Context: an optimization exercise on an open-source flow, tuned for small area, a short achievable clock period and few clock cycles. The choices shown serve that exercise and are no tape-out recipe.

==> trial 29 <==
## PE
module PE (
	input clk,
	input rst,
	input PE_en,
	input [13-1:0] i_config,
	input [32-1:0] ifmap,
	input [32-1:0] filter,
	input [32-1:0] ipsum,
	input ifmap_valid,
	input filter_valid,
	input ipsum_valid,
	input opsum_ready,
	output reg [32-1:0] opsum,
	output reg ifmap_ready,
	output reg filter_ready,
	output reg ipsum_ready,
	output reg opsum_valid
);
clock: 12.0 ns
lec_check: 0
cap_margin: 20
core_margin: 2
core_utilization: 40
cts_cluster_diameter: 80
cts_cluster_size: 30
slew_margin: 20
standard.sh (not shown) runs the stock make flow with config.mk's settings and CLKGATE_MAP_FILE= SYNTH_SCRIPT=/design/flow/synth_recipe.tcl, a recipe that flattens the netlist after the stock synthesis.
==> flow/flow/run.sh <==
#!/bin/bash
# Layout flow: the standard synthesis, then a netlist pass (fapol.py) that
# re-polarises full adders to drop the inverters synthesis leaves between them,
# then the standard ORFS layout with repair_timing asked for extra setup margin.
set -euo pipefail
RES=$PWD/orfs/results/sky130hd/PE/base
LIB=$FLOW_HOME/platforms/sky130hd/lib/sky130_fd_sc_hd__tt_025C_1v80.lib
bash standard.sh synth > synth.log 2>&1
cp $RES/1_2_yosys.v $RES/1_2_yosys.orig.v
python3 flow/fapol.py $LIB $RES/1_2_yosys.orig.v $RES/1_2_yosys.v > fapol.log 2>&1
rm -f $RES/1_synth.odb
bash standard.sh SETUP_SLACK_MARGIN=8.4 TNS_END_PERCENT=100 'BUFFER_PORTS_ARGS=-buffer_cell sky130_fd_sc_hd__buf_2' finish > standard.log 2>&1
Other scripts of this flow, unchanged in this note and not shown: flow/flow/fapol.py
==> build 75 (differences from trial 29) <==
--- a/flow/design.v
+++ b/flow/design.v
@@ -33,63 +33,69 @@
 reg [31:0] sk_o;
 wire o_take = !opsum_valid | opsum_ready;
 wire hasp = np;
 wire c_go = vB & hasp & !sfull;            
 wire adv = !vB | c_go;                     
 wire job_end = opsum_valid & opsum_ready & olast;
-reg [95:0] stg;                   
-reg stg_full;                     
-reg [1:0] stg_k;                  
 reg [95:0] R0, R1, R2, R3;
 reg [2:0] T0, T1, T2, T3;         
+reg [3:0] M;                      
 reg [2:0] kw;      
 reg [1:0] fr;      
 reg fdone;         
 wire e_dw = busy ? cdw : i_config[12];
 wire [1:0] e_rs = busy ? crs : i_config[11:10];
 wire [1:0] e_p = busy ? cp : i_config[8:7];
 wire f_rowlast = (fr == e_rs);
 wire f_last = f_rowlast & (kw[1:0] == e_p);
-wire f_store = f_fire & (!e_dw | (kw == 3'd0));
+wire f_keep = !e_dw | (kw == 3'd0);         
+wire f_store = f_fire & f_keep;
 wire f_done_one = f_store & f_rowlast;
-wire ins_rule = cdw ? !T1[2] : ((stg_k == 2'd0) | (T0[2] & (T0[1:0] == stg_k - 2'd1)));
-wire ins = stg_full & ins_rule;
+wire hold = cdw & T0[2];
+wire [2:0] tagc = {1'b1, kw[1:0]};
 always @(posedge clk) begin
-	if (f_store && fr == 2'd0) stg[31:0] <= filter;
-	if (f_store && fr == 2'd1) stg[63:32] <= filter;
-	if (f_store && fr == 2'd2) stg[95:64] <= filter;
-	R0 <= ins ? stg : R1;
+	R0[31:0] <= (f_store && fr == 2'd0) ? filter : (hold ? R0[31:0] : R1[31:0]);
+	R0[95:32] <= hold ? R0[95:32] : R1[95:32];
 	R1 <= R2;
-	R2 <= R3;
-	R3 <= R0;
-end
-wire stg_full_next = f_done_one | (stg_full & !(ins & !cdw));
-wire [1:0] stg_k_next = f_done_one ? kw[1:0] : stg_k;
-wire [2:0] T0_next = ins ? {1'b1, stg_k} : T1;
-wire ins_next = stg_full_next & (cdw ? !T2[2] :
-	((stg_k_next == 2'd0) | (T0_next[2] & (T0_next[1:0] == stg_k_next - 2'd1))));
+	R2[63:0] <= R3[63:0];
+	R2[95:64] <= (f_store && fr == 2'd2) ? filter : R3[95:64];
+	R3[31:0] <= R0[31:0];
+	R3[63:32] <= (f_store && fr == 2'd1) ? filter : R0[63:32];
+	R3[95:64] <= R0[95:64];
+end
+wire idle_n = (!busy & !PE_en) | job_end;
+wire [3:0] rotM = {M[0], M[3], M[2], M[1]};
+wire [3:0] M_n0 = idle_n ? 4'b0010 : rotM;
+wire [3:0] M_n1 = (f_keep & f_rowlast) ? M : rotM;
+wire [1:0] fr_n1 = f_rowlast ? 2'd0 : fr + 2'd1;
+wire [2:0] kw_n1 = kw + {2'b0, f_rowlast};
+wire pos_n0 = (fr == 2'd0 & M_n0[1]) | (fr == 2'd1 & M_n0[0]) | (fr == 2'd2 & M_n0[3]);
+wire pos_n1 = (fr_n1 == 2'd0 & M_n1[1]) | (fr_n1 == 2'd1 & M_n1[0]) | (fr_n1 == 2'd2 & M_n1[3]);
+wire rdy_n0 = !fdone & ((e_dw & (kw != 3'd0)) | pos_n0);
+wire rdy_n1 = !(fdone | f_last) & ((e_dw & (kw_n1 != 3'd0)) | pos_n1);
 wire fdone_next = fdone | (f_fire & f_last);
+wire [2:0] T0_next = hold ? T0 : T1;       
 always @(posedge clk or posedge rst) begin
 	if (rst) begin
-		kw <= 3'd0; fr <= 2'd0; fdone <= 1'b0; filter_ready <= 1'b0;
-		stg_full <= 1'b0; stg_k <= 2'd0;
+		kw <= 3'd0; fr <= 2'd0; fdone <= 1'b0; filter_ready <= 1'b0; M <= 4'b0010;
 		T0 <= 3'd0; T1 <= 3'd0; T2 <= 3'd0; T3 <= 3'd0;
 	end else if (job_end) begin
-		kw <= 3'd0; fr <= 2'd0; fdone <= 1'b0; filter_ready <= 1'b1;
-		stg_full <= 1'b0; stg_k <= 2'd0;
+		kw <= 3'd0; fr <= 2'd0; fdone <= 1'b0; filter_ready <= 1'b1; M <= 4'b0010;
 		T0 <= 3'd0; T1 <= 3'd0; T2 <= 3'd0; T3 <= 3'd0;
 	end else begin
 		if (f_fire) begin
-			fr <= f_rowlast ? 2'd0 : fr + 2'd1;
-			if (f_rowlast) kw <= kw + 3'd1;
+			fr <= fr_n1;
+			kw <= kw_n1;
 		end
 		fdone <= fdone_next;
-		stg_full <= stg_full_next;
-		stg_k <= stg_k_next;
-		T0 <= T0_next; T1 <= T2; T2 <= T3; T3 <= T0;
-		filter_ready <= !fdone_next & !(stg_full_next & !ins_next & !cdw);
+		M <= f_fire ? M_n1 : M_n0;
+		T0 <= (f_done_one && e_rs == 2'd0) ? tagc : T0_next;
+		T1 <= T2;
+		T2 <= (f_done_one && e_rs == 2'd2) ? tagc : T3;
+		T3 <= (f_done_one && e_rs == 2'd1) ? tagc : T0;
+		filter_ready <= f_fire ? rdy_n1 : rdy_n0;
 	end
 end
 reg [31:0] q0, q1, q2, q3;
 reg [2:0] nq;
 reg [4:0] ci;      
 reg [1:0] ki;      
@@ -146,25 +152,25 @@
 		np <= 1'b0; ipsum_ready <= 1'b0;
 	end else begin
 		np <= np_next;
 		ipsum_ready <= !np_next | c_go_next;
 	end
 end
+always @(posedge clk) begin
+	if (PE_en && !busy) begin
+		cdw <= i_config[12]; crs <= i_config[11:10]; cst <= i_config[9];
+		cp <= i_config[8:7]; ccol <= i_config[6:2]; cq <= i_config[1:0];
+	end
+	xen <= xen_n; dwl <= dwl_n; lm <= xen_n & {3{dwl_n}};
+end
 always @(posedge clk or posedge rst) begin
 	if (rst) begin
 		busy <= 1'b0;
-		cdw <= 1'b0; crs <= 2'd0; cst <= 1'b0; cp <= 2'd0; ccol <= 5'd0; cq <= 2'd0;
 		ci <= 5'd0; ki <= 2'd0; idone <= 1'b0;
-		xen <= 12'd0; dwl <= 4'd0; lm <= 12'd0;
 	end else begin
-		if (PE_en && !busy) begin
-			busy <= 1'b1;
-			cdw <= i_config[12]; crs <= i_config[11:10]; cst <= i_config[9];
-			cp <= i_config[8:7]; ccol <= i_config[6:2]; cq <= i_config[1:0];
-		end
-		xen <= xen_n; dwl <= dwl_n; lm <= xen_n & {3{dwl_n}};
+		if (PE_en && !busy) busy <= 1'b1;
 		if (job_end) begin
 			busy <= 1'b0; ci <= 5'd0; ki <= 2'd0; idone <= 1'b0;
 		end else if (issue) begin
 			if (last_in_col) begin
 				ki <= 2'd0;
 				if (last_col) idone <= 1'b1; else ci <= ci + 5'd1;
==> summary of the runs <==
In trial 29 the synthesized cell count is higher than in build 75, by 0.72%.
Against build 75, the setup slack of trial 29 is better by 66 ps.
Against build 75, the core utilization of trial 29 is lower by 0.49 points.
Between trial 29 and build 75, the lower first-iteration DRC count is in build 75 (gap 4.7%, measured against build 75).
==> figures <==
item                                                        build 75      trial 29
Outcome                                     timing/DRC/antenna clean  timing/DRC/antenna clean
CLK BUF                                                           62            63
Count of inserted antenna diode cells                              3             4
Die Footprint                                            0.131 sq mm   0.137 sq mm
Number of instances in the synthesized netlist                  3628          3654
Layout Cells excl Fill                                          5465          5592
Final core area utilization                                    0.449         0.444
Area taken by multi-input logic gates                   0.0272 sq mm  0.0272 sq mm
Number of sequential cells in the layout                         911          1006
Met1 track demand over resource                                0.343         0.330
Count of cell instances traversed by the critical path            12            11
Multi-input logic portion of the cell area                     0.474         0.461
No run of this note included a check of the RTL's function; only the layout flow was run.

[separate check: timing with driven ports]
No port has a modelled driver above. Below, the same layouts with a new extraction and two added sets of constraints.
Step 1 assumes that a clkbuf_16 drives the clock port and a buf_2 every other input.
Step 2 moves the port delays by t, midway between the first and last clock arrival at a register: inputs arrive t later, outputs are due t later. That takes back most of the time a late clock gives input paths.
Three values: no drivers, after step 1, after step 2; two values: the first two.
run	t (ns)	setup WS [ns]	hold WS [ns]	cell pins on the clock port's net
trial 29	0.764	8.305 / 8.227 / 7.602	0.311 / 0.311 / 0.311	1
build 75	0.736	8.239 / 8.239 / 7.829	0.313 / 0.313 / 0.313	1
After both steps every run listed still meets setup and hold. For trial 29, which loses most, drivers alone change the setup slack by -0.078 ns; drivers and shift together by -0.703 ns.
